Background: an optimization exercise with open tools, aiming at small area, a short achievable clock period and few clock cycles. Do not read the settings as production practice. Where RTL was checked, it was by simulation tests only, not by an equivalence proof against the original. No driver is modelled on the clock port, so clock power and skew are understated where the tree is cut down; a real chip needs a root buffer or a tree. Power is estimated from default activity; no workload was simulated.

==> flow/design.v <==
`timescale 1ns/10ps
module LBP ( clk, reset, gray_addr, gray_req, gray_ready, gray_data, lbp_addr, lbp_valid, lbp_data, finish);
input   	clk;
input   	reset;
output      [13:0] 	gray_addr;
output  reg      	gray_req;
input   	    gray_ready;
input   [7:0] 	gray_data;
output  reg [13:0] 	lbp_addr;
output  reg 	lbp_valid;
output  reg [7:0] 	lbp_data;
output  reg 	finish;
localparam K = 10;
reg        run;       
reg [3:0]  idx;       
reg [3:0]  s;         
reg [3:0]  rh;        
reg [6:0]  col;       
reg        cend;      
reg        at7;       
reg        last;      
reg        v1, f1;    
reg        first;     
reg        wrapped;   
assign gray_addr = {rh, idx[2:0], col};
wire       step_strip = last & cend;         
wire [3:0] idx_n = !run ? 4'd0 : last ? 4'd0 : idx + 4'd1;
wire [3:0] s_p1 = s + 4'd1;
wire [3:0] s_n = step_strip ? s_p1 : s;
wire [6:0] col_n = last ? col + 7'd1 : col;
wire [3:0] rh_n = at7 ? rh + 4'd1 : (last & ~cend) ? rh - 4'd1 : rh;
always @(posedge clk or posedge reset) begin
    if (reset) run <= 1'b0;
    else run <= run | gray_ready;
end
always @(posedge clk) begin
    if (!run) begin
        idx <= 4'd0;
        s <= 4'd0;
        rh <= 4'd0;
        col <= 7'd0;
        cend <= 1'b0;
        at7 <= 1'b0;
        last <= 1'b0;
        first <= 1'b0;
        wrapped <= 1'b0;
    end else begin
        first <= last;
        wrapped <= last & cend;
        idx <= idx_n;
        s <= s_n;
        rh <= rh_n;
        col <= col_n;
        if (last) cend <= (col == 7'd126);
        at7 <= (idx == 4'd6);
        last <= (idx == 4'd8);
    end
end
wire [2:0] idx_m2 = idx[2:0] - 3'd2;
wire [6:0] lrow = first ? {(wrapped ? s : s_p1), 3'd0} : {s, idx_m2};
wire [6:0] lcol = col + {6'b111111, ~first};    
function [1:0] cmp2;
    input [7:0] a, b;
    reg [7:0] g, p;
    reg g76, p76, g54, p54, g32, p32, g10, p10, g74, p74, g30, p30, gg, pp;
    begin
        g = a & ~b;
        p = a | ~b;
        g76 = g[7] | (p[7] & g[6]);  p76 = p[7] & p[6];
        g54 = g[5] | (p[5] & g[4]);  p54 = p[5] & p[4];
        g32 = g[3] | (p[3] & g[2]);  p32 = p[3] & p[2];
        g10 = g[1] | (p[1] & g[0]);  p10 = p[1] & p[0];
        g74 = g76 | (p76 & g54);     p74 = p76 & p54;
        g30 = g32 | (p32 & g10);     p30 = p32 & p10;
        gg  = g74 | (p74 & g30);     pp  = p74 & p30;
        cmp2 = {gg | pp, ~gg};
    end
endfunction
reg [7:0]  sr [0:K+1];  
reg [2:0]  pb [0:K];    
reg        q5;          
reg        q1;          
reg        q2a, q2b;    
wire [7:0] p  = sr[0];      
wire [7:0] dl = sr[K-1];    
wire [7:0] l  = sr[K];      
wire [7:0] ul = sr[K+1];    
wire p_ge_ul, ul_ge_p, p_ge_l, l_ge_p, p_ge_dl, dl_ge_p, l_ge_ul, ul_ge_l;
assign {p_ge_ul, ul_ge_p} = cmp2(p, ul);
assign {p_ge_l,  l_ge_p}  = cmp2(p, l);
assign {p_ge_dl, dl_ge_p} = cmp2(p, dl);
assign {l_ge_ul, ul_ge_l} = cmp2(l, ul);
integer j;
always @(posedge clk) begin
    sr[0] <= gray_data;
    for (j = 1; j <= K+1; j = j + 1) sr[j] <= sr[j-1];
    pb[0] <= {dl_ge_p, l_ge_p, ul_ge_p};
    for (j = 1; j <= K; j = j + 1) pb[j] <= pb[j-1];
    q5 <= p_ge_l;
    q1 <= ul_ge_l;
    q2a <= p_ge_dl;
    q2b <= q2a;
    gray_req <= run | gray_ready;
    v1 <= run && (idx[3:1] != 3'd0) && (col[6:1] != 6'd0) && !(s == 4'd15 && idx[3]);
    f1 <= run && cend && (s == 4'd15) && (idx == 4'd7);
    lbp_valid <= v1 & run;    
    finish <= f1 & run;
    lbp_addr <= {lrow, lcol};
    lbp_data <= {p_ge_ul, l_ge_ul, pb[K][2], q5, pb[K][1], q2b, q1, pb[K][0]};
end
endmodule
clock: 3.3 ns
lec_check: 0
cap_margin: 20
core_margin: 2
core_utilization: 55
place_density: 0.75
setup_slack_margin: 2.0
slew_margin: 20
standard.sh (not shown) runs the stock make flow with config.mk's settings and CLKGATE_MAP_FILE= SYNTH_SCRIPT=/design/flow/synth_recipe.tcl, a recipe that flattens the netlist after the stock synthesis.
==> flow/flow/run.sh <==
#!/bin/bash
# Own layout flow: the standard flow (standard.sh, unchanged synthesis),
# with two hooks: flow/ports.tcl after global placement sets the port
# buffers' cells (POST_GLOBAL_PLACE_TCL), and flow/clock_tree.tcl builds a
# two-level clock tree before CTS, which TritonCTS then skips (PRE_CTS_TCL).
# standard.sh's output goes to standard.log; each ORFS step keeps its own log
# under orfs/logs.
set -euo pipefail
cd "$(dirname "$0")/.."
export POST_GLOBAL_PLACE_TCL="$(pwd)/flow/ports.tcl"
export PRE_CTS_TCL="$(pwd)/flow/clock_tree.tcl"
export MY_CLK_NLEAF=8 MY_CLK_LEAF=sky130_fd_sc_hd__clkinv_16 MY_CLK_TOP=sky130_fd_sc_hd__clkinv_8
bash standard.sh > standard.log 2>&1
Other scripts of this flow, unchanged in this note and not shown: flow/flow/clock_tree.tcl, flow/flow/ports.tcl
The starting point completed without violations.
Rerun with:
--- a/flow/design.v
+++ b/flow/design.v
@@ -2,7 +2,7 @@
 module LBP ( clk, reset, gray_addr, gray_req, gray_ready, gray_data, lbp_addr, lbp_valid, lbp_data, finish);
 input   	clk;
 input   	reset;
-output      [13:0] 	gray_addr;
+output  reg [13:0] 	gray_addr;
 output  reg      	gray_req;
 input   	    gray_ready;
 input   [7:0] 	gray_data;
@@ -22,7 +22,6 @@
 reg        v1, f1;    
 reg        first;     
 reg        wrapped;   
-assign gray_addr = {rh, idx[2:0], col};
 wire       step_strip = last & cend;         
 wire [3:0] idx_n = !run ? 4'd0 : last ? 4'd0 : idx + 4'd1;
 wire [3:0] s_p1 = s + 4'd1;
@@ -101,6 +100,7 @@
     q2a <= p_ge_dl;
     q2b <= q2a;
     gray_req <= run | gray_ready;
+    gray_addr <= {rh_n, idx_n[2:0], col_n};
     v1 <= run && (idx[3:1] != 3'd0) && (col[6:1] != 6'd0) && !(s == 4'd15 && idx[3]);
     f1 <= run && cend && (s == 4'd15) && (idx == 4'd7);
     lbp_valid <= v1 & run;    
Combinational power is lower by a quarter to a third. Clock power hardly moves. Register-to-register slack improved by 110 ps. Setup slack gets better by 110 ps. Clock skew hardly moves. Routed wire length falls by a few percent. Die area climbs by a few percent. Design area hardly moves. Synthesized cell count grows by a few percent.
Testbench counts after the change, summed over its fixed seeds: cycles 163,840.
Only the layout flow was run in the first run of this note; the RTL was not checked for function there. In every run of this note, the design's own scripts or RTL, not TritonCTS, make the clock network.

==> re-timing with driven ports <==
In the flow no input, the clock included, has a driving cell. The finished layouts below were timed again as built, in two steps. Step 1 assumes that a clkbuf_16 drives the clock port and a buf_2 every other input. Step 2, shift: input delay + t, output delay - t, t = (earliest + latest rising clock arrival at the registers) / 2. This alone moves slack from input paths to output paths. Slacks: no drivers / after step 1 / after step 2; pairs: no drivers / after step 1.
run | t, ns | slack for setup (ns) | worst hold slack (ns)
the first run | 0.297 | 1.857 / 1.824 / 1.857 | 0.296 / 0.182 / 0.320
the second run | 0.300 | 1.970 / 1.892 / 1.970 | 0.287 / 0.171 / 0.317
After both steps every run listed still meets setup and hold.
